This design comes from an exercise in tuning for small area on the open sky130 flow, not from production work.
In this exercise RTL edits were held to simulation tests only and were not proved equivalent to the original.

--- design/flow/config.mk ---
export PLATFORM = sky130hd
export DESIGN_NAME = Lab1
export DESIGN_NICKNAME = Lab1
export VERILOG_FILES = /design/flow/design.v
export SDC_FILE = /design/flow/constraint.sdc
export NUM_CORES = 4
export LEC_CHECK = 0
export CAP_MARGIN = 20
export CORE_MARGIN = 2
export CORE_UTILIZATION = 40
export SLEW_MARGIN = 20
export SYNTH_HIERARCHICAL = 1
export SYNTH_MINIMUM_KEEP_SIZE = 0
--- design/flow/constraint.sdc ---
create_clock -name core_clock -period 160.0 [get_ports {CLOCK_50}]
set_input_delay 32.0000 -clock core_clock [delete_from_list [all_inputs] [get_ports {CLOCK_50}]]
set_output_delay 32.0000 -clock core_clock [all_outputs]
set_load 0.01 [all_outputs]
--- design/flow/design.v ---
module Debounce(
	input i_in,
	input i_clk,
	input i_rst,
	output o_debounced,
	output o_neg,
	output o_pos
);
	parameter CNT_N = 7;
	localparam CNT_BIT = $clog2(CNT_N+1);
	logic o_debounced_r, o_debounced_w;
	logic [CNT_BIT-1:0] counter_r, counter_w;
	logic neg_r, neg_w, pos_r, pos_w;
	assign o_debounced = o_debounced_r;
	assign o_pos = pos_r;
	assign o_neg = neg_r;
	always_comb begin
		pos_w = ~o_debounced_r &  o_debounced_w;
		neg_w =  o_debounced_r & ~o_debounced_w;
		if (i_in != o_debounced_r) begin
			counter_w = counter_r - 1;
		end else begin
			counter_w = CNT_N;
		end
		if (counter_r == 0) begin
			o_debounced_w = ~o_debounced_r;
		end else begin
			o_debounced_w = o_debounced_r;
		end
	end
	always_ff @(posedge i_clk) begin
		if (i_rst) begin
			o_debounced_r <= 1'b1;
			counter_r <= CNT_N;
			neg_r <= 1'b0;
			pos_r <= 1'b0;
		end else begin
			o_debounced_r <= o_debounced_w;
			counter_r <= counter_w;
			neg_r <= neg_w;
			pos_r <= pos_w;
		end
	end
endmodule
module SevenHexDecoder(
	input [6:0] i_hex,
	output logic [6:0] o_seven_hun,
	output logic [6:0] o_seven_ten,
	output logic [6:0] o_seven_one
);
	function automatic [6:0] seg(input [3:0] d);
		seg[0] = ~((~d[2] & ~d[0]) | d[1] | (d[2] & d[0]) | d[3]);
		seg[1] = ~(~d[2] | (~d[1] & ~d[0]) | (d[1] & d[0]));
		seg[2] = ~d[2] & d[1] & ~d[0];
		seg[3] = (~d[3] & ~d[2] & ~d[1] & d[0]) | (d[2] & ~d[1] & ~d[0]) | (d[2] & d[1] & d[0]);
		seg[4] = d[0] | (d[2] & ~d[1]);
		seg[5] = ~((~d[1] & ~d[0]) | d[2] | d[3]);
		seg[6] = (~d[3] & ~d[2] & ~d[1]) | (d[2] & d[1] & d[0]);
	endfunction
	function automatic [3:0] add3(input [3:0] d);
		add3[0] = (d[3] & ~d[0]) | (~d[3] & ~d[2] & d[0]) | (d[2] & d[1] & ~d[0]);
		add3[1] = (d[3] & ~d[0]) | (~d[2] & d[1]) | (d[1] & d[0]);
		add3[2] = (d[3] & d[0]) | (d[2] & ~d[1] & ~d[0]);
		add3[3] = (d[2] & d[0]) | (d[2] & d[1]) | d[3];
	endfunction
	wire [3:0] a1 = add3({1'b0, i_hex[6:4]});
	wire [3:0] a2 = add3({a1[2:0], i_hex[3]});
	wire [3:0] a3 = add3({a2[2:0], i_hex[2]});
	wire [3:0] a4 = add3({a3[2:0], i_hex[1]});
	wire [3:0] ones = {a4[2:0], i_hex[0]};
	wire [3:0] b1 = add3({1'b0, a1[3], a2[3], a3[3]});
	wire hun = b1[3];
	wire [3:0] tens = {b1[2:0], a4[3]};
	wire blank_ten = ~hun & (tens == 4'd0);
	assign o_seven_hun = {4'b1111, ~hun, ~hun, 1'b1};
	assign o_seven_ten = seg(tens) | {7{blank_ten}};
	assign o_seven_one = seg(ones);
endmodule
module Top(
	input i_clk,
	input i_rst,
	input i_start,
	input [17:0] i_sw,
	output logic [6:0] o_random_out
);
	parameter SHOW_NUM = 15;
	parameter DELAY0 = 34;
	parameter DELAY1 = 131;
	parameter DELAY2 = 242;
	parameter DELAY3 = 297;
	parameter DELAY4 = 372;
	localparam [31:0] MUL_T = 32'd48271;      
	localparam [31:0] MUL_R = 32'd22695433;   
	function automatic [8:0] delay_of(input [3:0] n);
		if (n < 5)       delay_of = DELAY0;
		else if (n < 9)  delay_of = DELAY1;
		else if (n < 12) delay_of = DELAY2;
		else if (n < 14) delay_of = DELAY3;
		else             delay_of = DELAY4;
	endfunction
	function automatic [31:0] cdelay_rot(input [3:0] n);
		logic [31:0] c;
		if (n < 5)       c = MUL_T * DELAY0;
		else if (n < 9)  c = MUL_T * DELAY1;
		else if (n < 12) c = MUL_T * DELAY2;
		else if (n < 14) c = MUL_T * DELAY3;
		else             c = MUL_T * DELAY4;
		cdelay_rot = {c[30:0], c[31]};
	endfunction
	logic sw;             
	logic idle;           
	logic [3:0] run_num;  
	logic [8:0] left;     
	logic [31:0] rdm;
	logic [31:0] tmul;    
	logic [31:0] prod;    
	wire done = (run_num == SHOW_NUM);
	wire draw = sw && !done && (idle || left == 0);
	wire [31:0] prod_g = prod & {32{!idle}};
	wire [31:0] sum;
	wire [32:0] sum_c;
	assign sum_c[0] = 1'b0;
	genvar i;
	generate
		for (i = 0; i < 32; i++) begin : sum_add
			FullAdd u(.a(tmul[i]), .b(prod_g[i]), .ci(sum_c[i]), .s(sum[i]), .co(sum_c[i+1]));
		end
	endgenerate
	wire [31:0] rdm_new = (&sum) ? 32'd0 : sum;
	wire [4:0] idx = left[4:0];
	wire [31:0] mul_r_rot = {MUL_R[30:0], MUL_R[31]};
	wire [31:0] cdel = cdelay_rot(run_num);
	wire prod_k = mul_r_rot[idx];
	wire prod_c = cdel[idx];
	wire [31:0] pp = rdm & {32{prod_k}};
	wire [31:0] prod_next;
	wire [31:0] prod_cy;
	assign prod_next[0] = prod_c ^ pp[0];
	assign prod_cy[0] = prod_c & pp[0];
	generate
		for (i = 1; i < 31; i++) begin : prod_add
			FullAdd u(.a(prod[i-1]), .b(pp[i]), .ci(prod_cy[i-1]), .s(prod_next[i]), .co(prod_cy[i]));
		end
	endgenerate
	assign prod_next[31] = prod[30] ^ pp[31] ^ prod_cy[30];
	logic [31:0] tmul_next;
	always_comb begin
		logic c;
		c = 1'b0;
		for (int k = 0; k < 32; k++) begin
			tmul_next[k] = tmul[k] ^ MUL_T[k] ^ c;
			c = (tmul[k] & MUL_T[k]) | (tmul[k] & c) | (MUL_T[k] & c);
		end
	end
	always_ff @(posedge i_clk) begin
		if (i_rst) begin
			sw <= 0;
			idle <= 1;
			run_num <= 0;
			rdm <= 0;
			tmul <= 0;
		end
		else begin
			tmul <= tmul_next;
			if (i_start)
				sw <= ~sw;
			if (sw)
				idle <= 0;
			if (!sw)
				run_num <= 0;
			else if (draw)
				run_num <= run_num + 1;
			if (draw)
				rdm <= rdm_new;
		end
	end
	always_ff @(posedge i_clk) begin
		if (!sw)
			left <= DELAY0;
		else if (draw)
			left <= delay_of(run_num + 1);
		else
			left <= left - 1;
		prod <= prod_next;
	end
	wire [6:0] rem_inc;    
	RemInc rem0(.i_rdm(rdm), .i_m(i_sw[6:0]), .o_rem_inc(rem_inc));
	always_comb begin
		if (!sw)
			o_random_out = 0;
		else if (done && i_sw[17])
			o_random_out = i_sw[16:10];
		else
			o_random_out = rem_inc;
	end
endmodule
module RemInc(input [31:0] i_rdm, input [6:0] i_m, output [6:0] o_rem_inc);
	wire [31:0] rdm = i_rdm;
	wire [6:0] m = i_m;
	wire [6:0] nm = ~m;
	genvar j, i;
	logic [6:0] r [0:7];
	assign r[0] = 7'd0;
	generate
		for (j = 0; j < 7; j++) begin : rs
			wire [7:0] t = {r[j], rdm[31-j]};
			wire [8:0] c;
			wire [7:0] d;
			assign c[0] = 1'b1;
			for (i = 0; i < 8; i++) begin : bit_
				wire mb = (i < 7) ? nm[i] : 1'b1;
				assign d[i] = t[i] ^ mb ^ c[i];
				assign c[i+1] = (t[i] & mb) | (t[i] & c[i]) | (mb & c[i]);
			end
			wire [6:0] keep = (7'd1 << (j + 1)) - 7'd1;
			assign r[j+1] = (c[8] ? d[6:0] : t[6:0]) & keep;
		end
	endgenerate
	logic [6:0] q [7:32];
	logic sub [7:32];
	assign q[7] = r[7];
	assign sub[7] = 1'b1;
	generate
		for (j = 7; j < 32; j++) begin : ns
			NrStage st(.i_r(q[j]), .i_sub(sub[j]), .i_b(rdm[31-j]), .i_m(m), .o_r(q[j+1]), .o_sub(sub[j+1]));
		end
	endgenerate
	wire neg = ~sub[32];
	wire [7:0] cc;
	assign cc[0] = 1'b1;
	generate
		for (i = 0; i < 7; i++) begin : fin
			wire a = m[i] & neg;
			assign o_rem_inc[i] = q[32][i] ^ a ^ cc[i];
			assign cc[i+1] = (q[32][i] & a) | (q[32][i] & cc[i]) | (a & cc[i]);
		end
	endgenerate
endmodule
module NrStage(input [6:0] i_r, input i_sub, input i_b, input [6:0] i_m, output [6:0] o_r, output o_sub);
	wire [7:0] t = {i_r, i_b};
	wire [7:0] c;
	assign o_r[0] = i_b ^ i_m[0];
	assign c[1] = i_sub ? (i_b | ~i_m[0]) : (i_b & i_m[0]);
	genvar i;
	generate
		for (i = 1; i < 7; i++) begin : bit_
			FullAdd u(.a(t[i]), .b(i_m[i] ^ i_sub), .ci(c[i]), .s(o_r[i]), .co(c[i+1]));
		end
	endgenerate
	assign o_sub = ~(t[7] ^ i_sub ^ c[7]);
endmodule
module FullAdd(input a, input b, input ci, output s, output co);
	assign s = a ^ b ^ ci;
	assign co = (a & b) | (a & ci) | (b & ci);
endmodule
module Lab1(
	input CLOCK_50,
	input RST,
	input KEY0,
	input [17:0] SW,
	output [6:0] HEX0,
	output [6:0] HEX1,
	output [6:0] HEX2
);
	logic keydown;
	logic [6:0] random_value;
	Debounce deb0(
		.i_in(KEY0),
		.i_clk(CLOCK_50),
		.i_rst(RST),
		.o_neg(keydown)
	);
	Top top0(
		.i_clk(CLOCK_50),
		.i_rst(RST),
		.i_start(keydown),
		.i_sw(SW),
		.o_random_out(random_value)
	);
	SevenHexDecoder seven_dec0(
		.i_hex(random_value),
		.o_seven_hun(HEX2),
		.o_seven_ten(HEX1),
		.o_seven_one(HEX0)
	);
endmodule
--- design/flow/flow/run.sh ---
#!/bin/bash
# Standard layout with three changes:
# 1. after the standard synthesis (standard.sh, unchanged), the logic that does not feed the
#    HEX outputs (the generator's next-state logic), and the last few levels of logic before the
#    outputs (the seven-segment decoder), are remapped for area: yosys turns those cells back into
#    logic and maps it again with an area-oriented ABC script; every flip-flop, full adder, half
#    adder and tie cell, and the rest of the logic feeding the outputs (the divider), stay as
#    synthesized;
# 2. port buffers are buf_1 instead of the default buffer cell;
# 3. clock tree from clkbuf_8/clkbuf_16 buffers in clusters of up to 30 flip-flops, without dummy
#    loads.
set -euo pipefail
W=$PWD
R=$W/orfs/results/$FLOW_PLATFORM/Lab1/base
LIB=$FLOW_HOME/platforms/$FLOW_PLATFORM/lib/sky130_fd_sc_hd__tt_025C_1v80.lib
YOSYS=$FLOW_HOME/../tools/install/yosys/bin/yosys

bash standard.sh "$R/1_2_yosys.v" > $W/flow_synth.log 2>&1
cp "$R/1_2_yosys.v" $W/std_1_2_yosys.v

python3 $W/flow/comb_lib.py "$LIB" $W/comb.lib > $W/comb_lib.log 2>&1
cat > $W/remap.ys <<EOF
read_liberty -lib $LIB
read_verilog $W/std_1_2_yosys.v
hierarchy -check -top $FLOW_TOP
select -set outcone o:* %ci*:-sky130_fd_sc_hd__dfxtp_1[D,CLK]
select -set near o:* %ci14
select -set keep t:sky130_fd_sc_hd__dfxtp_1 t:sky130_fd_sc_hd__fa_1 t:sky130_fd_sc_hd__ha_1 t:sky130_fd_sc_hd__conb_1
select -set gen t:* @outcone %d @near %u @keep %d
submod -name genlogic @gen
read_liberty -overwrite $W/comb.lib
flatten genlogic
opt_clean -purge genlogic
abc -liberty $LIB -dont_use *lpflow* -dont_use *probe* -script $W/flow/remap.abc genlogic
opt_clean -purge genlogic
read_liberty -lib -overwrite $LIB
flatten
opt_clean -purge
write_verilog -noattr $W/remap_raw.v
EOF
$YOSYS -s $W/remap.ys > $W/flow_remap.log 2>&1
$YOSYS -p "read_liberty -lib $LIB; read_verilog $W/remap_raw.v; hierarchy -check -top $FLOW_TOP; \
hilomap -singleton -hicell sky130_fd_sc_hd__conb_1 HI -locell sky130_fd_sc_hd__conb_1 LO; \
insbuf -buf sky130_fd_sc_hd__buf_1 A X; splitnets; opt_clean -purge; check -assert; \
stat -liberty $LIB; write_verilog -noattr -noexpr -nohex -nodec $W/remap.v" > $W/flow_remap2.log 2>&1
cp $W/remap.v "$R/1_2_yosys.v"

bash standard.sh \
  "BUFFER_PORTS_ARGS=-buffer_cell sky130_fd_sc_hd__buf_1" \
  "CTS_ARGS=-sink_clustering_enable -repair_clock_nets -dont_use_dummy_load -sink_clustering_size 30 -sink_clustering_max_diameter 300 -buf_list {sky130_fd_sc_hd__clkbuf_8 sky130_fd_sc_hd__clkbuf_16}" \
  finish > $W/flow_layout.log 2>&1
cmp -s $W/remap.v "$R/1_2_yosys.v" || { echo "synthesis result was rebuilt" >&2; exit 1; }
--- design/flow/flow/comb_lib.py ---
# Writes the platform library's combinational cells (no flip-flops, latches, full or half
# adders, tie, tap, fill or low-power cells) to a liberty file, for remapping the glue logic.
import re, sys
src = open(sys.argv[1]).read()
m = re.search(r'\n\s*cell\s*\(', src)
header = src[:m.start()]
cell_re = re.compile(r'\n\s*cell\s*\(\s*"?(\w+)"?\s*\)\s*\{')
pos = m.start()
out = []
skip = ['__df', '__edf', '__sdf', '__dl', '__fa_', '__ha_', '__conb', '__tap', '__fill', '__decap',
        '__diode', '__probe', '__lpflow', '__macro', '__sdl', '__einv', '__ebuf']
while True:
    m = cell_re.search(src, pos)
    if not m:
        break
    depth = 0
    j = m.end() - 1
    while True:
        c = src[j]
        if c == '{':
            depth += 1
        elif c == '}':
            depth -= 1
            if depth == 0:
                break
        j += 1
    if not any(k in m.group(1) for k in skip):
        out.append(src[m.start():j + 1])
    pos = j + 1
open(sys.argv[2], 'w').write(header + ''.join(out) + '\n}\n')
--- design/flow/flow/remap.abc ---
strash
&get -n
&st
&synch2
&nf -R 1000
&put
strash
&get -n
&st
&dch -f
&nf -R 1000
&put
topo
--- design/flow/standard.sh ---
#!/bin/bash
# synth_recipe.tcl (not shown) runs the flow's synth.tcl, then flattens the netlist and writes it again
# the make line also repeats each setting of config.mk as NAME=value (left out here)
make -C /OpenROAD-flow-scripts/flow DESIGN_CONFIG=/design/flow/config.mk WORK_HOME=/design/flow/orfs CLKGATE_MAP_FILE= SYNTH_SCRIPT=/design/flow/synth_recipe.tcl "${@:-finish}"
==> results of run 1 <==
[routing by layer]
| metal | vias to the layer above | wire length (um) | track usage |
|---|---|---|---|
| met1 | 4473 | 12900 | 0.228 |
| met3 | 32 | 1050 | 0.0259 |
| li1 | 4251 | - | - |
| met4 | 0 | 371 | 0.0349 |
| met5 | - | 0 | 0 |
| met2 | 183 | 12700 | 0.266 |
[state kept, by name, summed over array words and instances (netlist names)]
signal              flops
top0.left               9
top0.prod              32
top0.tmul              32
deb0.counter_r          3
top0.idle               1
deb0.o_debounced_r      1
top0.sw                 1
deb0.neg_r              1
top0.run_num            4
top0.rdm               32
[final cells by class]
type | instances | area [um^2] | area share
Multi-Input combinational cell | 1052 | 10900 | 0.744
Sequential cell | 116 | 2320 | 0.158
Tap cell | 448 | 561 | 0.0382
Clock buffer | 17 | 425 | 0.0290
Timing Repair Buffer | 49 | 254 | 0.0173
Inverter | 53 | 200 | 0.0136
[layout by cell type, fill, tap and decap left out, drive strengths merged, types with 3 or more instances in the layout]
cell type	instances
a211oi	4
xor2	180
nor3	19
dfxtp	116
fa	232
o22ai	6
mux2i	6
o211ai	4
a31oi	7
o21ai	35
xnor3	25
nand2	54
buf	42
o31ai	5
nand4	10
nor4	3
nand3	9
xnor2	16
clkbuf	24
a22oi	40
nor2b	58
a221oi	4
a21oi	46
and2	34
mux2	31
ha	56
o32ai	5
a22o	6
inv	16
clkinv	37
nand2b	6
nor2	113
conb	7
o311ai	3
[stage by stage]
step | utilization | cells
floorplan | - | 1270
CTS | 0.434 | 1732
global placement | 0.421 | 1715
finish | 0.437 | 1735
detailed placement | 0.421 | 1715
global route | 0.437 | 1735
[worst max-delay path: cells and delay by family]
kind / cells / cell delay, ns
xor gates and xnor gates: 27 / 9.30
adders and majority gates: 177 / 68.13
and+or+nand+nor: 20 / 4.39
AOI/OAI and AO/OA: 12 / 1.77
muxes: 26 / 8.16
buffers and inverters: 6 / 0.67
[worst max-delay path by stage]
| stage | from | end | slack (ns) | depth (start not counted) |
|---|---|---|---|---|
| final | SW[6] | HEX0[3] | 3.45 | 268 |
| after global placement | SW[6] | HEX0[2] | 2.20 | 267 |
| after CTS | SW[6] | HEX0[2] | 1.12 | 267 |
| after global routing | SW[6] | HEX0[3] | 0.02 | 269 |
| after detailed placement | SW[6] | HEX0[2] | 1.04 | 267 |
| after floorplan | SW[6] | HEX0[2] | 8.17 | 293 |
[timing repair]
item / in CTS / in global routing
buffers inserted: 0 / 3
setup endpoints to repair: 0 / 16
resized for setup: 0 / 40
==> impl_metrics.tcl, run 1 <==
set metrics [dict create \
    firstDrtPassIters 5 \
    hold_class "flip-flop to flip-flop" \
    clock-skew-final_ns 0.0156 \
    rr_endpoint "top0.rdm[18]" \
    yosysWarnings 16 \
    die_w_um 189 \
    hpwl_mm 20.7 \
    slew_violations 0 \
    critPathKind "input pin to output pin" \
    maxCapViolCount 0 \
    drive_gt1_frac 0.0909 \
    cts_tree "yes" \
    worst_pin_slew_ns 1.06 \
    vias 8939 \
    drc 0 \
    place_area_um2 14200 \
    grt_pass1_vias 9441 \
    cp_slowest_stage_delay_ns 0.55 \
    overflow 0 \
    diodes 0 \
    cts.sinks 116 \
    wl_per_cell_um 15.6 \
    hold_start "deb0.counter_r[0]" \
    vias_per_cell 5.15 \
    endpoint_kind "output pin" \
    numCtsBuffers 17 \
    antenna_left 0 \
    ioPinCount 42 \
    min_period_over_period 0.978 \
    die_area_um2 35800 \
    status "timing/DRC/antenna clean" \
    setup_violations 0 \
    rows 67 \
    r2r_cells 40 \
    antenna_found_initial 0 \
    rsz0062_at_grt "no" \
    cts-root-buf "clkbuf_16" \
    core_area_um2 33600 \
    die_h_um 189 \
    min_period_ns 156.55 \
    synth.avg_cell_area_um2 10.8 \
    initial_core_util 0.408 \
    worstPathArrival_ns 124.55 \
    critPathMostFrequentCell "fa_1" \
    grt_max_degree 71 \
    r2r-start "top0.idle" \
    area_growth_pct 7.02 \
    final.fill_count 3256 \
    crit_slowest_cell "fa_1" \
    setup_slack_ns 3.45 \
    pre_cts_ws_ns 1.04 \
    gp_congestion 0.838 \
    nets 1598 \
    holdPathEnd "deb0.counter_r[0]" \
    hold_ws_ns 0.391 \
    final_cell_area_um2 14700 \
    clk_pin_slew_ns 0.05 \
    min_path_cells 1 \
    hold_viol 0 \
    fmax_mhz 6.39 \
    synth_area_um2 13700 \
    cts_hold_buf 0 \
    relSlewSlack 0.293 \
    cts-htree-levels 4 \
    required_ns 128.00 \
    io_buffers 33 \
    drt_wl_total_mm 27.1 \
    cp-start-kind "input pin" \
    grt_usage 0.163 \
    grt_pass1_wl_mm 47.6 \
    timing.setup.tns_ns 0 \
    ctsLongestPathBuffers 2 \
    reg2reg_slack_ns 144.86 \
    synthCells 1266 \
    critical_path.max_fanout 16 \
    clock_latency_ns 0.41 \
    initialDrtViolationCount 318 \
]
==> inputs of run 2 (changes only) <==
--- a/design/flow/flow/run.sh
+++ b/design/flow/flow/run.sh
@@ -2,3 +2,4 @@
 # Standard layout with three changes:
-# 1. after the standard synthesis (standard.sh, unchanged), the logic that does not feed the
+# 1. after the standard synthesis (standard.sh; its ABC step told that the design's inputs
+#    are driven by buf_8 cells, so it does not buffer them itself), the logic that does not feed the
 #    HEX outputs (the generator's next-state logic), and the last few levels of logic before the
@@ -9,4 +10,3 @@
 # 2. port buffers are buf_1 instead of the default buffer cell;
-# 3. clock tree from clkbuf_8/clkbuf_16 buffers in clusters of up to 30 flip-flops, without dummy
-#    loads.
+# 3. clock tree from clkbuf_4/clkbuf_8 buffers, without dummy loads.
 set -euo pipefail
@@ -17,3 +17,3 @@
 
-bash standard.sh "$R/1_2_yosys.v" > $W/flow_synth.log 2>&1
+bash standard.sh ABC_DRIVER_CELL=sky130_fd_sc_hd__buf_8 "$R/1_2_yosys.v" > $W/flow_synth.log 2>&1
 cp "$R/1_2_yosys.v" $W/std_1_2_yosys.v
@@ -26,3 +26,3 @@
 select -set outcone o:* %ci*:-sky130_fd_sc_hd__dfxtp_1[D,CLK]
-select -set near o:* %ci14
+select -set near o:* %ci20
 select -set keep t:sky130_fd_sc_hd__dfxtp_1 t:sky130_fd_sc_hd__fa_1 t:sky130_fd_sc_hd__ha_1 t:sky130_fd_sc_hd__conb_1
@@ -49,3 +49,3 @@
   "BUFFER_PORTS_ARGS=-buffer_cell sky130_fd_sc_hd__buf_1" \
-  "CTS_ARGS=-sink_clustering_enable -repair_clock_nets -dont_use_dummy_load -sink_clustering_size 30 -sink_clustering_max_diameter 300 -buf_list {sky130_fd_sc_hd__clkbuf_8 sky130_fd_sc_hd__clkbuf_16}" \
+  "CTS_ARGS=-sink_clustering_enable -repair_clock_nets -dont_use_dummy_load -buf_list {sky130_fd_sc_hd__clkbuf_4 sky130_fd_sc_hd__clkbuf_8}" \
   finish > $W/flow_layout.log 2>&1
==> run 2 against run 1 <==
Still clean; non-clock buffer count up 13; die area is 1.6% lower; routed wire length shrank 1.0%; setup slack better by 0.25 ns; synthesized cell count fell by 1.0%; critical path depth grew 7; clock skew is 0.0073 ns higher; via count fell by 0.41%; cell area is 0.29% lower; final cell count grew 1.8%; critical path type unchanged; critical endpoint is now HEX0[1].
==> impl_metrics.tcl, run 2 <==
set metrics [dict create \
    place_area_um2 14300 \
    yosysWarnings 16 \
    antenna_left 0 \
    antenna_found_initial 1 \
    drt_wl_total_mm 26.8 \
    hold_viol 0 \
    regArea_um2 2320 \
    clock-skew-final_ns 0.0229 \
    relSlewSlack 0.236 \
    required_ns 128.00 \
    die_h_um 188 \
    vias_per_cell 5.04 \
    endpoint_kind "output pin" \
    die_area_um2 35200 \
    clock_latency_ns 0.42 \
    grt_max_degree 71 \
    wl_per_cell_um 15.2 \
    timing.setup.tns_ns 0 \
    crit_slowest_cell "fa_1" \
    rows 67 \
    hpwl_mm 20.4 \
    numCtsBuffers 17 \
    slew_violations 0 \
    rsz0062_at_grt "no" \
    gp_congestion 0.828 \
    final_cell_mix "232 x fa_1, 171 x xor2_1, 116 x dfxtp_1, 98 x nor2_1, 88 x nor2b_1" \
    status "timing/DRC/antenna clean" \
    cp-start-kind "input pin" \
    synthCells 1253 \
    critPathKind "input pin to output pin" \
    die_w_um 188 \
    crit_family "adder cells" \
    initialDrtViolationCount 438 \
    cts-htree-levels 4 \
    ioPinCount 42 \
    synth_area_um2 13500 \
    cts_tree "yes" \
    grt_usage 0.163 \
    clk_pin_slew_ns 0.06 \
    hold_class "flip-flop to flip-flop" \
    drc 0 \
    min_period_ns 156.30 \
    ctsLongestPathBuffers 2 \
    io_buffers 33 \
    final.fill_count 3251 \
    maxCapViolCount 0 \
    firstDrtPassIters 5 \
    vias 8902 \
    worst_pin_slew_ns 1.15 \
    largestRegisters "top0.prod: 32 flops, top0.rdm: 32 flops, top0.tmul: 32 flops" \
    worstPathArrival_ns 124.30 \
    diodes 0 \
    setup_violations 0 \
    initial_core_util 0.404 \
    area_growth_pct 8.53 \
    grt_pass1_vias 9346 \
    cts-root-buf "clkbuf_8" \
    critical_path.max_fanout 11 \
    grt_pass1_wl_mm 47.1 \
    min_period_over_period 0.977 \
    multiInputGateArea_um2 11000 \
    drive_gt1_frac 0.0925 \
    core_area_um2 33400 \
    cts.sinks 116 \
    nets 1630 \
    critPathMostFrequentCell "fa_1" \
    overflow 0 \
    cp_slowest_stage_delay_ns 0.54 \
    final_cell_area_um2 14600 \
    synth.avg_cell_area_um2 10.8 \
    cp.buffers_inverters 11 \
    layout_commonest_cell "fa_1" \
    fmax_mhz 6.40 \
]
run 2: what timing repair did:
action | 4_1_cts | 5_1_grt
hold buffers | 0 | 0
hold endpoints to repair | 0 | 0
setup endpoints to repair | 0 | 16
resized for setup | 0 | 29
buffers inserted | 0 | 12
run 2: final timing paths:
kind / depth (start not counted) / from / end / slack, ns
max reg2reg: 40 / top0.idle / top0.rdm[13] / 145.06
min: 1 / deb0.counter_r[0] / deb0.counter_r[0] / 0.39
max: 275 / SW[6] / HEX0[1] / 3.70
min reg2reg: 1 / deb0.counter_r[0] / deb0.counter_r[0] / 0.39
run 2: final cells by class:
cell class                      instances  area share
Multi-Input combinational cell       1072       0.749
Sequential cell                       116       0.159
Tap cell                              448      0.0383
Timing Repair Buffer                   62      0.0240
Clock buffer                           17      0.0160
Inverter                               52      0.0137
run 2: through the flow:
stage | instances | util | hold WS, ns | setup slack (ns)
floorplan | 1264 | - | 0.362 | 5.97
global route | 1767 | 0.439 | 0.414 | 0.0354
CTS | 1755 | 0.434 | 0.395 | 1.59
detailed placement | 1738 | 0.427 | 0.380 | 1.62
global placement | 1738 | 0.427 | 0.372 | 2.53
finish | 1767 | 0.439 | 0.395 | 3.70
run 2: metal layers:
layer  GRT usage  wire [um]
met1       0.237      13100
met2       0.268      12700
met3      0.0180        736
met4      0.0276        180
met5           0          0
==> inputs of run 3 (changes only) <==
--- a/design/flow/flow/run.sh
+++ b/design/flow/flow/run.sh
@@ -26,3 +26,3 @@
 select -set outcone o:* %ci*:-sky130_fd_sc_hd__dfxtp_1[D,CLK]
-select -set near o:* %ci20
+select -set near o:* %ci14
 select -set keep t:sky130_fd_sc_hd__dfxtp_1 t:sky130_fd_sc_hd__fa_1 t:sky130_fd_sc_hd__ha_1 t:sky130_fd_sc_hd__conb_1
==> design/flow/flow/remap.abc (replaced) <==
strash
&get -n
&st
&deepsyn -J 100 -T 600
&synch2
&nf -R 1000
&put
topo
==> run 3 against run 2 <==
Still clean; setup slack worse by 0.49 ns; non-clock buffer count is 30 higher; die area is 2.9% lower; first-iteration DRC count is 31% lower; critical endpoint unchanged.
==> impl_metrics.tcl, run 3 <==
set metrics [dict create \
    status "timing/DRC/antenna clean" \
    reg2reg_slack_ns 144.92 \
    crit_slowest_cell "fa_1" \
    vias_per_cell 4.96 \
    worstPathArrival_ns 124.79 \
    hold_class "flip-flop to flip-flop" \
    drive_gt1_frac 0.125 \
    setup_violations 0 \
    fmax_mhz 6.38 \
    cts.sinks 116 \
    cp_slowest_stage_delay_ns 0.54 \
    required_ns 128.00 \
    critical_path.max_fanout 15 \
    cts-htree-levels 4 \
    final.fill_count 3088 \
    grt_usage 0.165 \
    io_buffers 33 \
    antenna_left 0 \
    clock_latency_ns 0.42 \
    min_period_over_period 0.980 \
    rows 66 \
    gp_congestion 0.826 \
    initialDrtViolationCount 302 \
    grt_max_degree 57 \
    area_growth_pct 10.7 \
    hold_viol 0 \
    cts-root-buf "clkbuf_8" \
    core_area_um2 32400 \
    cts_tree "yes" \
    grt_pass1_wl_mm 45.2 \
    min_period_ns 156.79 \
    diodes 0 \
    place_area_um2 13800 \
    drt_wl_total_mm 26.4 \
    ctsLongestPathBuffers 2 \
    fin_cells 1702 \
    synth.avg_cell_area_um2 11.2 \
    yosysWarnings 16 \
    layout_commonest_cell "fa_1" \
    relSlewSlack 0.472 \
    wl_per_cell_um 15.5 \
    drc 0 \
    firstDrtPassIters 4 \
    largestRegisters "top0.prod: 32 flops, top0.rdm: 32 flops, top0.tmul: 32 flops" \
    critPathKind "input pin to output pin" \
    grt_pass1_vias 9101 \
    hpwl_mm 20.1 \
    die_h_um 185 \
    overflow 0 \
    synthCells 1164 \
    clk_pin_slew_ns 0.08 \
    maxCapViolCount 0 \
    endpoint_kind "output pin" \
    dpl.cell_count 1639 \
    die_area_um2 34200 \
    numCtsBuffers 17 \
    die_w_um 185 \
    vias 8446 \
    synth_area_um2 13100 \
    initial_core_util 0.404 \
    critPathMostFrequentCell "fa_1" \
    antenna_found_initial 0 \
    slew_violations 0 \
    final_cell_mix "232 x fa_1, 182 x xor2_1, 116 x dfxtp_1, 74 x nor2_1, 61 x nor2b_1" \
    cp-start-kind "input pin" \
    nets 1571 \
    final_cell_area_um2 14500 \
    clock-skew-final_ns 0.0282 \
    worst_pin_slew_ns 0.791 \
    ioPinCount 42 \
]
[run 3: worst max-delay path, delay by kind of cell]
| family | cells | cell delay [ns] |
|---|---|---|
| compound gates | 14 | 2.49 |
| xor+xnor | 28 | 8.97 |
| fa+ha+maj | 177 | 68.14 |
| buf+inv | 8 | 0.84 |
| mux | 26 | 8.03 |
| simple gates | 22 | 4.17 |
[run 3: timing repair]
item	CTS	global route
hold buffers	0	0
setup endpoints to repair	0	16
resized for setup	0	34
hold endpoints to repair	0	0
buffers inserted	0	46
[run 3: path summary, 6_finish.rpt]
kind         depth (start not counted)              start                 to
min reg2reg                          1  deb0.counter_r[0]  deb0.counter_r[0]
max reg2reg                         44    top0.run_num[3]      top0.prod[31]
max                                275              SW[4]            HEX0[1]
min                                  1  deb0.counter_r[0]  deb0.counter_r[0]
[run 3: cell type report]
type | instances | area, um^2 | area share
clock buffer | 17 | 234 | 0.0161
sequential | 116 | 2320 | 0.160
tap | 442 | 553 | 0.0382
multi-input combinational | 984 | 10600 | 0.732
inverter | 51 | 196 | 0.0136
timing repair buffer | 92 | 577 | 0.0398
[run 3: through the flow]
stage	hold slack, ns	worst slack (ns)	util	TNS (ns)
2_1_floorplan	0.362	6.20	-	0
3_3_place_gp	0.369	1.32	0.427	0
3_5_place_dp	0.378	0.424	0.427	0
4_1_cts	0.397	0.491	0.435	0
5_1_grt	0.410	-0.102	0.448	-0.202
6_report	0.393	3.21	0.448	0
[run 3: per-layer routing]
metal / vias to the layer above / GRT usage / share of wire
met5: - / 0 / 0
met4: 0 / 0.0200 / 0.0029
met3: 10 / 0.0173 / 0.021
met2: 102 / 0.280 / 0.48
met1: 4312 / 0.234 / 0.49
li1: 4022 / - / -
==> inputs of run 4 (changes only) <==
--- a/design/flow/flow/run.sh
+++ b/design/flow/flow/run.sh
@@ -2,8 +2,8 @@
 # Standard layout with three changes:
-# 1. after the standard synthesis (standard.sh; its ABC step told that the design's inputs
-#    are driven by buf_8 cells, so it does not buffer them itself), the logic that does not feed the
-#    HEX outputs (the generator's next-state logic), and the last few levels of logic before the
-#    outputs (the seven-segment decoder), are remapped for area: yosys turns those cells back into
+# 1. after the standard synthesis (standard.sh, unchanged), the logic that does not feed the
+#    HEX outputs (the generator's next-state logic), the last few levels of logic before the
+#    outputs (the seven-segment decoder) and the restoring first stages of the divider (the logic
+#    feeding the first non-restoring stage's inputs), are remapped for area: yosys turns those cells back into
 #    logic and maps it again with an area-oriented ABC script; every flip-flop, full adder, half
-#    adder and tie cell, and the rest of the logic feeding the outputs (the divider), stay as
+#    adder and tie cell, and the rest of the logic feeding the outputs (the non-restoring divider stages), stay as
 #    synthesized;
@@ -17,3 +17,3 @@
 
-bash standard.sh ABC_DRIVER_CELL=sky130_fd_sc_hd__buf_8 "$R/1_2_yosys.v" > $W/flow_synth.log 2>&1
+bash standard.sh "$R/1_2_yosys.v" > $W/flow_synth.log 2>&1
 cp "$R/1_2_yosys.v" $W/std_1_2_yosys.v
@@ -27,4 +27,5 @@
 select -set near o:* %ci14
+select -set rtop w:top0.rem0.ns[7].st.bit_*.u.a w:top0.rem0.q[7][6] %ci*:-sky130_fd_sc_hd__dfxtp_1[D,CLK]
 select -set keep t:sky130_fd_sc_hd__dfxtp_1 t:sky130_fd_sc_hd__fa_1 t:sky130_fd_sc_hd__ha_1 t:sky130_fd_sc_hd__conb_1
-select -set gen t:* @outcone %d @near %u @keep %d
+select -set gen t:* @outcone %d @near %u @rtop %u @keep %d
 submod -name genlogic @gen
==> run 4 against run 3 <==
Utilization decreased by 1.9 points; synthesized area up 0.49%; synthesized cell count is 1.6% lower; first-iteration DRC count rose by 2.6%; sequential share of layout area increased by 0.67 points; maximum frequency grew 0.52%; critical path depth shrank 5; die area rose by 0.48%; critical path type unchanged.
==> impl_metrics.tcl, run 4 <==
set metrics [dict create \
    status "timing/DRC/antenna clean" \
    critical_path.max_fanout 8 \
    firstDrtPassIters 4 \
    drc 0 \
    timing.setup.tns_ns 0 \
    cp_slowest_stage_delay_ns 0.54 \
    vias 7901 \
    hpwl_mm 19.1 \
    ctsLongestPathBuffers 2 \
    final_cell_mix "232 x fa_1, 179 x xor2_1, 116 x dfxtp_1, 82 x nor2b_1, 66 x nor2_1" \
    min_period_ns 155.98 \
    critPathKind "input pin to output pin" \
    rows 66 \
    die_h_um 185 \
    grt_max_degree 58 \
    clock-skew-final_ns 0.0271 \
    setup_violations 0 \
    initialDrtViolationCount 310 \
    synth_area_um2 13200 \
    reg2reg_slack_ns 145.14 \
    fin_cells 1609 \
    clk_pin_slew_ns 0.08 \
    antenna_left 0 \
    die_w_um 185 \
    final_cell_area_um2 13900 \
    required_ns 128.00 \
    cts-htree-levels 4 \
    final.fill_count 3102 \
    setup.worst_path.start "SW[4]" \
    yosysWarnings 16 \
    worst_pin_slew_ns 0.788 \
    diodes 0 \
    relSlewSlack 0.475 \
    io_buffers 33 \
    overflow 0 \
    crit_slowest_cell "fa_1" \
    layout_commonest_cell "fa_1" \
    core_area_um2 32500 \
    regArea_um2 2320 \
    grt_pass1_vias 8470 \
    fmax_mhz 6.41 \
    maxCapViolCount 0 \
    nets 1478 \
    ioPinCount 42 \
    area_growth_pct 5.77 \
    wl_per_cell_um 15.3 \
    cp-start-kind "input pin" \
    initial_core_util 0.405 \
    endpoint_kind "output pin" \
    die_area_um2 34400 \
    synth.avg_cell_area_um2 11.5 \
    cts.sinks 116 \
    rr_endpoint "top0.rdm[19]" \
    critPathMostFrequentCell "fa_1" \
    grt_pass1_wl_mm 43.2 \
    min_path_cells 1 \
    cts-root-buf "clkbuf_8" \
    dpl.cell_count 1590 \
    cts_tree "yes" \
    grt_usage 0.157 \
    critPathCapture "HEX1[2]" \
    hold_viol 0 \
    antenna_found_initial 0 \
    place_area_um2 13600 \
    drive_gt1_frac 0.0788 \
    clock_latency_ns 0.43 \
    vias_per_cell 4.91 \
    synthCells 1145 \
    gp_congestion 0.809 \
    min_period_over_period 0.975 \
    numCtsBuffers 17 \
    hold_class "flip-flop to flip-flop" \
    largestRegisters "top0.prod: 32 flops, top0.rdm: 32 flops, top0.tmul: 32 flops" \
    slew_violations 0 \
    hold_ws_ns 0.389 \
    multiInputGateArea_um2 10400 \
    drt_wl_total_mm 24.6 \
    r2r_cells 39 \
    worstPathArrival_ns 123.98 \
    r2r-start "top0.prod[0]" \
]
==> run 4: layout make-up <==
class / count / share of cell area
well taps: 442 / 0.0397
flip-flops and latches: 116 / 0.167
clock buffers: 17 / 0.0168
repair buffers: 47 / 0.0174
inverters: 50 / 0.0135
multi-input cells: 937 / 0.746
==> run 4: critical path: cells and delay by family <==
family,cells,cell delay [ns]
compound gates,13,2.19
mux,25,8.15
buf+inv,6,0.87
simple gates,23,3.34
fa+ha+maj,177,68.25
xor+xnor,26,9.09
==> run 4: per-layer routing <==
layer | track usage | wire [um] | vias up
met5 | 0 | 0 | -
met4 | 0.0232 | 104 | 0
met3 | 0.0283 | 822 | 8
met2 | 0.258 | 11600 | 93
met1 | 0.222 | 12000 | 4017
li1 | - | - | 3783
==> run 4: through the flow <==
stage,setup WS (ns),utilization
after floorplan,8.66,-
after global placement,2.47,0.419
after detailed placement,1.64,0.419
after CTS,1.61,0.426
after global routing,-0.0373,0.429
final,4.02,0.429
==> run 4: how the worst min path moves through the flow <==
stage	from	end	slack [ns]
after floorplan	deb0.counter_r[0]	deb0.counter_r[0]	0.36
after global placement	deb0.counter_r[0]	deb0.counter_r[0]	0.37
after detailed placement	deb0.counter_r[0]	deb0.counter_r[0]	0.38
after CTS	deb0.counter_r[0]	deb0.counter_r[0]	0.39
after global routing	deb0.counter_r[0]	deb0.counter_r[0]	0.41
final	deb0.counter_r[0]	deb0.counter_r[0]	0.39
==> run 4: what timing repair did <==
action	CTS	global route
hold buffers	0	0
gates resized for setup	0	30
setup buffers	0	2
setup endpoints to repair	0	16
==> inputs of run 5 (changes only) <==
--- a/design/flow/flow/run.sh
+++ b/design/flow/flow/run.sh
@@ -2,9 +2,9 @@
 # Standard layout with three changes:
-# 1. after the standard synthesis (standard.sh, unchanged), the logic that does not feed the
-#    HEX outputs (the generator's next-state logic), the last few levels of logic before the
-#    outputs (the seven-segment decoder) and the restoring first stages of the divider (the logic
-#    feeding the first non-restoring stage's inputs), are remapped for area: yosys turns those cells back into
-#    logic and maps it again with an area-oriented ABC script; every flip-flop, full adder, half
-#    adder and tie cell, and the rest of the logic feeding the outputs (the non-restoring divider stages), stay as
-#    synthesized;
+# 1. after the standard synthesis (standard.sh, unchanged), three parts of the logic are
+#    remapped for area: the logic that does not feed the HEX outputs (the generator's next-state
+#    logic), the last few levels of logic before the outputs (the seven-segment decoder), and the
+#    restoring first stages of the divider (the logic feeding the first non-restoring stage).
+#    yosys turns those cells back into logic and maps it again with an area-oriented ABC script.
+#    Every flip-flop, full adder, half adder and tie cell, and the rest of the logic feeding the
+#    outputs (the non-restoring divider stages), stay as synthesized;
 # 2. port buffers are buf_1 instead of the default buffer cell;
==> run 5 against run 4 <==
Synthesized cell count did not move; via count did not move; global-route usage unchanged; die area stayed put; setup slack is the same.
==> impl_metrics.tcl, run 5 <==
set metrics [dict create \
    layout_commonest_cell "fa_1" \
    relSlewSlack 0.475 \
    io_buffers 33 \
    initial_core_util 0.405 \
    area_growth_pct 5.77 \
    antenna_found_initial 0 \
    grt_pass1_vias 8470 \
    core_area_um2 32500 \
    yosysWarnings 16 \
    endpoint_kind "output pin" \
    critPathKind "input pin to output pin" \
    slew_violations 0 \
    clock_latency_ns 0.43 \
    final_cell_mix "232 x fa_1, 179 x xor2_1, 116 x dfxtp_1, 82 x nor2b_1, 66 x nor2_1" \
    grt_pass1_wl_mm 43.2 \
    cts-root-buf "clkbuf_8" \
    min_period_ns 155.98 \
    crit_slowest_cell "fa_1" \
    drive_gt1_frac 0.0788 \
    hold_class "flip-flop to flip-flop" \
    drc 0 \
    maxCapViolCount 0 \
    die_w_um 185 \
    nets 1478 \
    critPathMostFrequentCell "fa_1" \
    initialDrtViolationCount 310 \
    rows 66 \
    synth_area_um2 13200 \
    cts_tree "yes" \
    cp-start-kind "input pin" \
    cts-htree-levels 4 \
    synthCells 1145 \
    numCtsBuffers 17 \
    vias_per_cell 4.91 \
    final.fill_count 3102 \
    worst_pin_slew_ns 0.788 \
    post-route-util 0.429 \
    ioPinCount 42 \
    final_cell_area_um2 13900 \
    vias 7901 \
    clock-skew-final_ns 0.0271 \
    synth.avg_cell_area_um2 11.5 \
    hpwl_mm 19.1 \
    grt_usage 0.157 \
    crit_family "adder cells" \
    antenna_left 0 \
    grt_max_degree 58 \
    regArea_um2 2320 \
    die_area_um2 34400 \
    drt_wl_total_mm 24.6 \
    cp.buffers_inverters 6 \
    critical_path.max_fanout 8 \
    clk_pin_slew_ns 0.08 \
    largestRegisters "top0.prod: 32 flops, top0.rdm: 32 flops, top0.tmul: 32 flops" \
    diodes 0 \
    hold_viol 0 \
    timing.setup.tns_ns 0 \
    worstPathArrival_ns 123.98 \
    die_h_um 185 \
    fmax_mhz 6.41 \
    overflow 0 \
    firstDrtPassIters 4 \
    required_ns 128.00 \
    cts.sinks 116 \
    min_period_over_period 0.975 \
    cp_slowest_stage_delay_ns 0.54 \
    dpl.cell_count 1590 \
    multiInputGateArea_um2 10400 \
    place_area_um2 13600 \
    status "timing/DRC/antenna clean" \
    wl_per_cell_um 15.3 \
    fin_cells 1609 \
    ctsLongestPathBuffers 2 \
    cts_hold_buf 0 \
    gp_congestion 0.809 \
    setup_violations 0 \
]
==> run 5: final cells by class <==
cell class,instances,area share
Tap cell,442,0.0397
Multi-Input combinational cell,937,0.746
Inverter,50,0.0135
Timing Repair Buffer,47,0.0174
Sequential cell,116,0.167
Clock buffer,17,0.0168
==> run 5: path summary, 6_finish.rpt <==
| check | from | to | slack (ns) | cells after the start |
|---|---|---|---|---|
| max | SW[4] | HEX1[2] | 4.02 | 270 |
| max reg2reg | top0.prod[0] | top0.rdm[19] | 145.14 | 39 |
| min | deb0.counter_r[0] | deb0.counter_r[0] | 0.39 | 1 |
| min reg2reg | deb0.counter_r[0] | deb0.counter_r[0] | 0.39 | 1 |
==> run 5: metal layers <==
| layer | track usage | part of all wire | vias up |
|---|---|---|---|
| li1 | - | - | 3783 |
| met3 | 0.0283 | 0.033 | 8 |
| met1 | 0.222 | 0.49 | 4017 |
| met5 | 0 | 0 | - |
| met4 | 0.0232 | 0.0042 | 0 |
| met2 | 0.258 | 0.47 | 93 |
==> run 5: stage by stage <==
stage	worst slack, ns	hold WS, ns
after floorplan	8.66	0.362
after global placement	2.47	0.369
after detailed placement	1.64	0.375
after CTS	1.61	0.394
after global routing	-0.0373	0.415
final	4.02	0.389
==> run 5: timing repair <==
item | in CTS | in global routing
buffers inserted | 0 | 2
gates resized for setup | 0 | 30
setup endpoints to repair | 0 | 16
==> inputs of run 6 (changes only) <==
--- a/design/flow/flow/run.sh
+++ b/design/flow/flow/run.sh
@@ -7,4 +7,5 @@
 #    yosys turns those cells back into logic and maps it again with an area-oriented ABC script.
-#    Every flip-flop, full adder, half adder and tie cell, and the rest of the logic feeding the
-#    outputs (the non-restoring divider stages), stay as synthesized;
+#    Every flip-flop, the tie cells, the full and half adders outside the restoring stages, and
+#    the rest of the logic feeding the outputs (the non-restoring divider stages), stay as
+#    synthesized;
 # 2. port buffers are buf_1 instead of the default buffer cell;
@@ -26,6 +27,6 @@
 select -set outcone o:* %ci*:-sky130_fd_sc_hd__dfxtp_1[D,CLK]
-select -set near o:* %ci14
+select -set near o:* %ci26
 select -set rtop w:top0.rem0.ns[7].st.bit_*.u.a w:top0.rem0.q[7][6] %ci*:-sky130_fd_sc_hd__dfxtp_1[D,CLK]
 select -set keep t:sky130_fd_sc_hd__dfxtp_1 t:sky130_fd_sc_hd__fa_1 t:sky130_fd_sc_hd__ha_1 t:sky130_fd_sc_hd__conb_1
-select -set gen t:* @outcone %d @near %u @rtop %u @keep %d
+select -set gen t:* @outcone %d @near %u @keep %d @rtop t:sky130_fd_sc_hd__dfxtp_1 %d %u
 submod -name genlogic @gen
--- a/design/flow/flow/comb_lib.py
+++ b/design/flow/flow/comb_lib.py
@@ -1,3 +1,3 @@
-# Writes the platform library's combinational cells (no flip-flops, latches, full or half
-# adders, tie, tap, fill or low-power cells) to a liberty file, for remapping the glue logic.
+# Writes the platform library's combinational cells (no flip-flops, latches, tie, tap, fill or
+# low-power cells) to a liberty file, for remapping logic.
 import re, sys
@@ -9,3 +9,3 @@
 out = []
-skip = ['__df', '__edf', '__sdf', '__dl', '__fa_', '__ha_', '__conb', '__tap', '__fill', '__decap',
+skip = ['__df', '__edf', '__sdf', '__dl', '__conb', '__tap', '__fill', '__decap',
         '__diode', '__probe', '__lpflow', '__macro', '__sdl', '__einv', '__ebuf']
==> run 6 against run 5 <==
Non-clock buffer count unchanged; cell area down 1.6%; largest cell class unchanged; critical endpoint is now HEX1[5]; utilization up 0.30 points; worst hold slack about the same; maximum frequency up 0.46%; die area down 1.8%.
==> impl_metrics.tcl, run 6 <==
set metrics [dict create \
    status "timing/DRC/antenna clean" \
    post_cts_buffers 0 \
    clock_latency_ns 0.44 \
    endpoint_kind "output pin" \
    drt_wl_total_mm 23.0 \
    clk_pin_slew_ns 0.05 \
    ioPinCount 42 \
    diodes 0 \
    crit_slowest_cell "xnor3_1" \
    min_path_cells 1 \
    grt_max_degree 66 \
    worstPathArrival_ns 123.27 \
    r2r_cells 45 \
    min_period_over_period 0.970 \
    setup_violations 0 \
    drive_gt1_frac 0.0628 \
    required_ns 128.00 \
    rsz0062_at_grt "no" \
    final.fill_count 3033 \
    yosysWarnings 16 \
    antenna_left 0 \
    maxCapViolCount 0 \
    grt_pass1_wl_mm 42.2 \
    holdPathEnd "deb0.counter_r[0]" \
    overflow 0 \
    hold_class "flip-flop to flip-flop" \
    die_area_um2 33700 \
    ctsLongestPathBuffers 2 \
    reg2reg_slack_ns 145.34 \
    r2r-start "top0.run_num[1]" \
    fmax_mhz 6.44 \
    multiInputGateArea_um2 10200 \
    pre_cts_ws_ns 2.98 \
    final_cell_area_um2 13700 \
    final_cell_mix "217 x fa_1, 173 x xor2_1, 116 x dfxtp_1, 66 x nor2b_1, 59 x xnor2_1" \
    layout_commonest_cell "fa_1" \
    place_area_um2 13400 \
    hold_viol 0 \
    firstDrtPassIters 5 \
    worst_pin_slew_ns 0.800 \
    timing.setup.tns_ns 0 \
    rr_endpoint "top0.prod[31]" \
    regArea_um2 2320 \
    cp_slowest_stage_delay_ns 0.52 \
    wl_per_cell_um 14.6 \
    io_buffers 33 \
    largestRegisters "top0.prod: 32 flops, top0.rdm: 32 flops, top0.tmul: 32 flops" \
    slew_violations 0 \
    gp_congestion 0.836 \
    min_period_ns 155.27 \
    core_area_um2 31700 \
    clock-skew-final_ns 0.0212 \
    critPathKind "input pin to output pin" \
    die_w_um 184 \
    setup_slack_ns 4.73 \
    initialDrtViolationCount 246 \
    synth.avg_cell_area_um2 11.2 \
    hold_start "deb0.counter_r[0]" \
    antenna_found_initial 0 \
    relSlewSlack 0.466 \
    vias 7965 \
    numCtsBuffers 17 \
    hpwl_mm 17.9 \
    rows 65 \
    drc 0 \
    area_growth_pct 5.99 \
    grt_usage 0.152 \
    nets 1461 \
    cts-root-buf "clkbuf_8" \
    cp-start-kind "input pin" \
    hold_ws_ns 0.389 \
    cts.sinks 116 \
    initial_core_util 0.407 \
    cts-htree-levels 4 \
    die_h_um 184 \
    synth_area_um2 12900 \
    critical_path.max_fanout 14 \
    cts_hold_buf 0 \
    critPathMostFrequentCell "fa_1" \
    grt_pass1_vias 8581 \
    vias_per_cell 5.04 \
    synthCells 1151 \
    cts_tree "yes" \
]
run 6: cell count changes in the layout (fill, tap and decap cells not counted), sizes merged, moves of 5 or more:
cell,delta
and2,+37
clkinv,-10
fa,-15
ha,-13
maj3,+9
mux2,-8
mux2i,-6
nor2,-18
nor2b,-15
o21ai,+5
xnor2,+41
xnor3,-5
xor2,-5
run 6: per-stage QoR:
| step | util | cells |
|---|---|---|
| global route | 0.432 | 1580 |
| detailed placement | 0.422 | 1563 |
| finish | 0.432 | 1580 |
| CTS | 0.429 | 1580 |
| global placement | 0.422 | 1563 |
| floorplan | - | 1155 |
run 6: worst max-delay path, delay by kind of cell:
family | cells | cell delay (ns)
multiplexers | 18 | 6.14
AND/OR/NAND/NOR | 16 | 2.49
AO/OA/AOI/OAI | 23 | 4.38
XOR/XNOR | 39 | 12.62
buffers and inverters | 6 | 1.00
adder cells (fa/ha/maj) | 165 | 64.55
run 6: routing by layer:
| layer | vias up | part of all wire | track usage |
|---|---|---|---|
| li1 | 3809 | - | - |
| met1 | 4055 | 0.49 | 0.213 |
| met2 | 87 | 0.48 | 0.254 |
| met3 | 14 | 0.022 | 0.0188 |
| met4 | 0 | 0.0093 | 0.0346 |
| met5 | - | 0 | 0 |
run 6: timing repair:
| item | 4_1_cts | 5_1_grt |
|---|---|---|
| resized for setup | 0 | 15 |
| hold endpoints to repair | 0 | 0 |
| setup endpoints to repair | 0 | 16 |
run 6: layout make-up:
| type | instances | area share |
|---|---|---|
| inverter | 40 | 0.0110 |
| multi-input combinational | 958 | 0.748 |
| sequential | 116 | 0.170 |
| tap | 402 | 0.0367 |
| clock buffer | 17 | 0.0171 |
| timing repair buffer | 47 | 0.0177 |
run 6: worst max-delay path by stage:
stage / cells after the start / to / slack, ns / start
6_report: 267 / HEX1[5] / 4.73 / SW[5]
4_1_cts: 267 / HEX1[5] / 2.77 / SW[6]
3_5_place_dp: 267 / HEX1[5] / 2.98 / SW[6]
2_1_floorplan: 283 / HEX1[5] / 10.78 / SW[5]
5_1_grt: 267 / HEX1[5] / 0.005 / SW[5]
3_3_place_gp: 267 / HEX1[5] / 3.83 / SW[6]
==> inputs of run 7 (changes only) <==
--- a/design/flow/flow/run.sh
+++ b/design/flow/flow/run.sh
@@ -27,3 +27,3 @@
 select -set outcone o:* %ci*:-sky130_fd_sc_hd__dfxtp_1[D,CLK]
-select -set near o:* %ci26
+select -set near o:* %ci14
 select -set rtop w:top0.rem0.ns[7].st.bit_*.u.a w:top0.rem0.q[7][6] %ci*:-sky130_fd_sc_hd__dfxtp_1[D,CLK]
==> run 7 against run 6 <==
Critical path depth decreased by 3; synthesized area increased by 0.31%; sequential cell count unchanged; utilization decreased by 0.34 points; final cell count decreased by 0.38%; global-route usage about the same; die area increased by 0.30%; clock skew increased by 0.012 ns; non-clock buffer count decreased by 1; highest routed layer unchanged; maximum frequency increased by 0.40%; count of clock-buffer cells in the layout unchanged.
==> impl_metrics.tcl, run 7 <==
set metrics [dict create \
    hold_viol 0 \
    cts_resized 0 \
    synth.avg_cell_area_um2 11.3 \
    core_area_um2 31700 \
    cp_slowest_stage_delay_ns 0.63 \
    rows 65 \
    worstPathArrival_ns 122.66 \
    drive_gt1_frac 0.0563 \
    hpwl_mm 18.1 \
    vias_per_cell 4.96 \
    io_buffers 33 \
    area_growth_pct 4.84 \
    fmax_mhz 6.47 \
    endpoint_kind "output pin" \
    multiInputGateArea_um2 10100 \
    initialDrtViolationCount 271 \
    grt_max_degree 59 \
    clk_pin_slew_ns 0.06 \
    die_area_um2 33900 \
    rsz0062_at_grt "no" \
    relSlewSlack 0.428 \
    ioPinCount 42 \
    hold_class "flip-flop to flip-flop" \
    cts_hold_buf 0 \
    crit_slowest_cell "a22oi_1" \
    post_cts_buffers 0 \
    synth_area_um2 13000 \
    min_period_ns 154.66 \
    final_cell_mix "217 x fa_1, 186 x xor2_1, 116 x dfxtp_1, 90 x nor2b_1, 67 x nor2_1" \
    synthCells 1151 \
    grt_usage 0.152 \
    drt_wl_total_mm 23.4 \
    pre_cts_ws_ns 5.15 \
    cts-root-buf "clkbuf_8" \
    largestRegisters "top0.prod: 32 flops, top0.rdm: 32 flops, top0.tmul: 32 flops" \
    slew_violations 0 \
    cts-htree-levels 4 \
    critPathMostFrequentCell "fa_1" \
    clock_latency_ns 0.42 \
    initial_core_util 0.409 \
    wl_per_cell_um 14.9 \
    critical_path.max_fanout 41 \
    clock-skew-final_ns 0.0329 \
    final.fill_count 3045 \
    die_w_um 184 \
    crit_family "adder cells" \
    overflow 0 \
    cp-start-kind "input pin" \
    required_ns 128.00 \
    grt_pass1_wl_mm 41.8 \
    antenna_found_initial 0 \
    numCtsBuffers 17 \
    drc 0 \
    status "timing/DRC/antenna clean" \
    min_period_over_period 0.967 \
    timing.setup.tns_ns 0 \
    maxCapViolCount 0 \
    layout_commonest_cell "fa_1" \
    worst_pin_slew_ns 0.855 \
    yosysWarnings 16 \
    critPathKind "input pin to output pin" \
    cp.buffers_inverters 5 \
    cts_tree "yes" \
    antenna_left 0 \
    nets 1455 \
    grt_pass1_vias 8271 \
    vias 7800 \
    firstDrtPassIters 5 \
    cts.sinks 116 \
    diodes 0 \
    die_h_um 184 \
    gp_congestion 0.815 \
    regArea_um2 2320 \
    setup_violations 0 \
    setup_slack_ns 5.34 \
    ctsLongestPathBuffers 2 \
]
==> run 7: area by class of cell <==
class,count,share of cell area
tap,402,0.0370
timing repair buffer,46,0.0170
clock buffer,17,0.0172
sequential,116,0.171
inverter,44,0.0122
multi-input combinational,949,0.746
==> run 7: metal layers <==
layer	GRT usage	share of wire
met5	0	0
met4	0.0365	0.011
met3	0.0218	0.032
met2	0.247	0.46
met1	0.216	0.50
==> run 7: worst paths after layout <==
kind / startpoint / end / slack [ns] / depth (start not counted)
max: SW[2] / HEX1[2] / 5.34 / 264
min: deb0.counter_r[0] / deb0.counter_r[0] / 0.38 / 1
max reg2reg: top0.idle / top0.rdm[23] / 145.11 / 40
min reg2reg: deb0.counter_r[0] / deb0.counter_r[0] / 0.38 / 1
==> run 7: per-stage QoR <==
step           hold slack [ns]  utilization  cell area (um^2)  instances
6_report                 0.384        0.428             13600       1574
5_1_grt                  0.394        0.428             13600       1574
4_1_cts                  0.387        0.428             13600       1574
3_5_place_dp             0.373        0.421             13400       1557
3_3_place_gp             0.370        0.421             13400       1557
2_1_floorplan            0.362            -             13000       1155
==> inputs of run 8 (changes only) <==
--- a/design/flow/flow/run.sh
+++ b/design/flow/flow/run.sh
@@ -7,5 +7,4 @@
 #    yosys turns those cells back into logic and maps it again with an area-oriented ABC script.
-#    Every flip-flop, the tie cells, the full and half adders outside the restoring stages, and
-#    the rest of the logic feeding the outputs (the non-restoring divider stages), stay as
-#    synthesized;
+#    Every flip-flop, the tie cells, the full adders outside the restoring stages, and the rest
+#    of the logic feeding the outputs (the non-restoring divider stages), stay as synthesized;
 # 2. port buffers are buf_1 instead of the default buffer cell;
@@ -29,3 +28,3 @@
 select -set rtop w:top0.rem0.ns[7].st.bit_*.u.a w:top0.rem0.q[7][6] %ci*:-sky130_fd_sc_hd__dfxtp_1[D,CLK]
-select -set keep t:sky130_fd_sc_hd__dfxtp_1 t:sky130_fd_sc_hd__fa_1 t:sky130_fd_sc_hd__ha_1 t:sky130_fd_sc_hd__conb_1
+select -set keep t:sky130_fd_sc_hd__dfxtp_1 t:sky130_fd_sc_hd__fa_1 t:sky130_fd_sc_hd__conb_1
 select -set gen t:* @outcone %d @near %u @keep %d @rtop t:sky130_fd_sc_hd__dfxtp_1 %d %u
==> run 8 against run 7 <==
Sequential cell count stayed put; count of clock-buffer cells in the layout unchanged; clock skew rose by 0.0038 ns; synthesized area decreased by 1.8%; cell area is 1.6% lower; critical path depth down 3; non-clock buffer count is the same; critical endpoint is now HEX0[1].
==> impl_metrics.tcl, run 8 <==
set metrics [dict create \
    final.fill_count 3036 \
    cts_tree "yes" \
    endpoint_kind "output pin" \
    pre_cts_ws_ns 4.18 \
    cts.sinks 116 \
    hold_class "flip-flop to flip-flop" \
    synthCells 1143 \
    regArea_um2 2320 \
    grt_pass1_wl_mm 42.4 \
    core_area_um2 31500 \
    r2r-start "top0.idle" \
    grt_max_degree 56 \
    critical_path.max_fanout 33 \
    antenna_found_initial 0 \
    clk_pin_slew_ns 0.07 \
    ctsLongestPathBuffers 2 \
    area_growth_pct 5.07 \
    largestRegisters "top0.prod: 32 flops, top0.rdm: 32 flops, top0.tmul: 32 flops" \
    min_path_cells 1 \
    grt_pass1_vias 8383 \
    path_depth 261 \
    synth.avg_cell_area_um2 11.1 \
    slew_violations 0 \
    worstPathArrival_ns 123.04 \
    crit_slowest_cell "xnor3_1" \
    numCtsBuffers 17 \
    layout_commonest_cell "fa_1" \
    io_buffers 33 \
    drt_wl_total_mm 23.8 \
    initial_core_util 0.404 \
    hold_viol 0 \
    reg2reg_slack_ns 144.74 \
    cp-start-kind "input pin" \
    min_period_ns 155.04 \
    r2r_cells 40 \
    multiInputGateArea_um2 10000 \
    drive_gt1_frac 0.0610 \
    cp_slowest_stage_delay_ns 0.53 \
    ioPinCount 42 \
    relSlewSlack 0.425 \
    hpwl_mm 17.7 \
    maxCapViolCount 0 \
    setup_violations 0 \
    setup_slack_ns 4.96 \
    firstDrtPassIters 5 \
    status "timing/DRC/antenna clean" \
    required_ns 128.00 \
    vias_per_cell 5.10 \
    clock-skew-final_ns 0.0367 \
    wl_per_cell_um 15.2 \
    min_period_over_period 0.969 \
    timing.setup.tns_ns 0 \
    die_area_um2 33300 \
    initialDrtViolationCount 305 \
    post_cts_buffers 0 \
    cp.buffers_inverters 5 \
    synth_area_um2 12700 \
    diodes 0 \
    hold_start "deb0.counter_r[0]" \
    rows 65 \
    cts-htree-levels 4 \
    worst_pin_slew_ns 0.857 \
    gp_congestion 0.864 \
    antenna_left 0 \
    yosysWarnings 16 \
    drc 0 \
    rr_endpoint "top0.rdm[18]" \
    holdPathEnd "deb0.counter_r[0]" \
    clock_latency_ns 0.43 \
    overflow 0 \
    final_cell_mix "217 x fa_1, 188 x xor2_1, 116 x dfxtp_1, 77 x nor2_1, 49 x xnor2_1" \
    vias 7984 \
    cts-root-buf "clkbuf_8" \
    critPathKind "input pin to output pin" \
    fmax_mhz 6.45 \
    die_h_um 182 \
    rsz0062_at_grt "no" \
    nets 1404 \
    crit_family "adder cells" \
    grt_usage 0.155 \
    critPathMostFrequentCell "fa_1" \
    die_w_um 182 \
]
==> run 8: cell type report <==
class,count,area share
Multi-Input combinational cell,972,0.750
Inverter,13,0.00393
Sequential cell,116,0.174
Tap cell,402,0.0376
Clock buffer,17,0.0175
Timing Repair Buffer,46,0.0173
==> run 8: repair_timing <==
item	4_1_cts	5_1_grt
endpoints found under the setup margin	0	7
resized for setup	0	5
hold buffers	0	0
==> run 8: metal layers <==
layer	vias up	GRT usage	share of wire
li1	3840	-	-
met1	4005	0.219	0.49
met2	124	0.256	0.48
met3	15	0.0218	0.025
met4	0	0.0316	0.0083
met5	-	0	0
==> run 8: metrics by stage <==
stage	hold WS, ns	area (um^2)	instances	util
detailed placement	0.407	13100	1549	0.417
floorplan	0.388	12700	1147	-
finish	0.420	13400	1566	0.425
global route	0.456	13400	1566	0.425
CTS	0.425	13400	1566	0.425
global placement	0.397	13100	1549	0.417
==> run 8: how the worst max path moves through the flow <==
| stage | from | to | slack (ns) |
|---|---|---|---|
| finish | SW[1] | HEX0[1] | 4.96 |
| global route | SW[1] | HEX0[1] | 0.07 |
| global placement | SW[1] | HEX0[1] | 5.17 |
| CTS | SW[1] | HEX0[1] | 4.22 |
| detailed placement | SW[1] | HEX0[1] | 4.18 |
| floorplan | SW[5] | HEX0[1] | 11.34 |

[afterwards: timing with drivers on the ports]
The results above use ideal ports. As a check the final layouts listed here were re-extracted and re-timed, cells and wires unchanged.
Step 1, drivers: a clkbuf_16 drives CLOCK_50 and a buf_2 each remaining input, both assumed.
Step 2 also shifts input and output timing later by t, the mid clock arrival at the registers, as if the neighbouring blocks saw the same clock.
Slacks: no drivers / after step 1 / after step 2; pairs: no drivers / after step 1.
run | shift t [ns] | slack for setup (ns) | hold WS [ns] | slew at the worst register clock pin (ns) | pins driven straight from the clock port
run 1 | 0.448 | 3.453 / 3.435 / 3.435 | 0.391 / 0.391 / 0.391 | 0.05 / 0.05 | 1
run 2 | 0.449 | 3.704 / 3.682 / 3.682 | 0.395 / 0.395 / 0.395 | 0.07 / 0.07 | 1
run 3 | 0.438 | 3.209 / 3.189 / 3.189 | 0.393 / 0.393 / 0.393 | 0.08 / 0.08 | 1
run 4 | 0.454 | 4.015 / 3.988 / 3.988 | 0.389 / 0.389 / 0.389 | 0.08 / 0.08 | 1
run 5 | 0.454 | 4.015 / 3.988 / 3.988 | 0.389 / 0.389 / 0.389 | 0.08 / 0.08 | 1
run 6 | 0.461 | 4.730 / 4.705 / 4.705 | 0.389 / 0.389 / 0.389 | 0.07 / 0.07 | 1
run 7 | 0.441 | 5.343 / 5.322 / 5.322 | 0.384 / 0.384 / 0.384 | 0.08 / 0.08 | 1
run 8 | 0.448 | 4.957 / 4.934 / 4.934 | 0.420 / 0.420 / 0.420 | 0.08 / 0.08 | 1
After both steps every run listed still meets setup and hold.
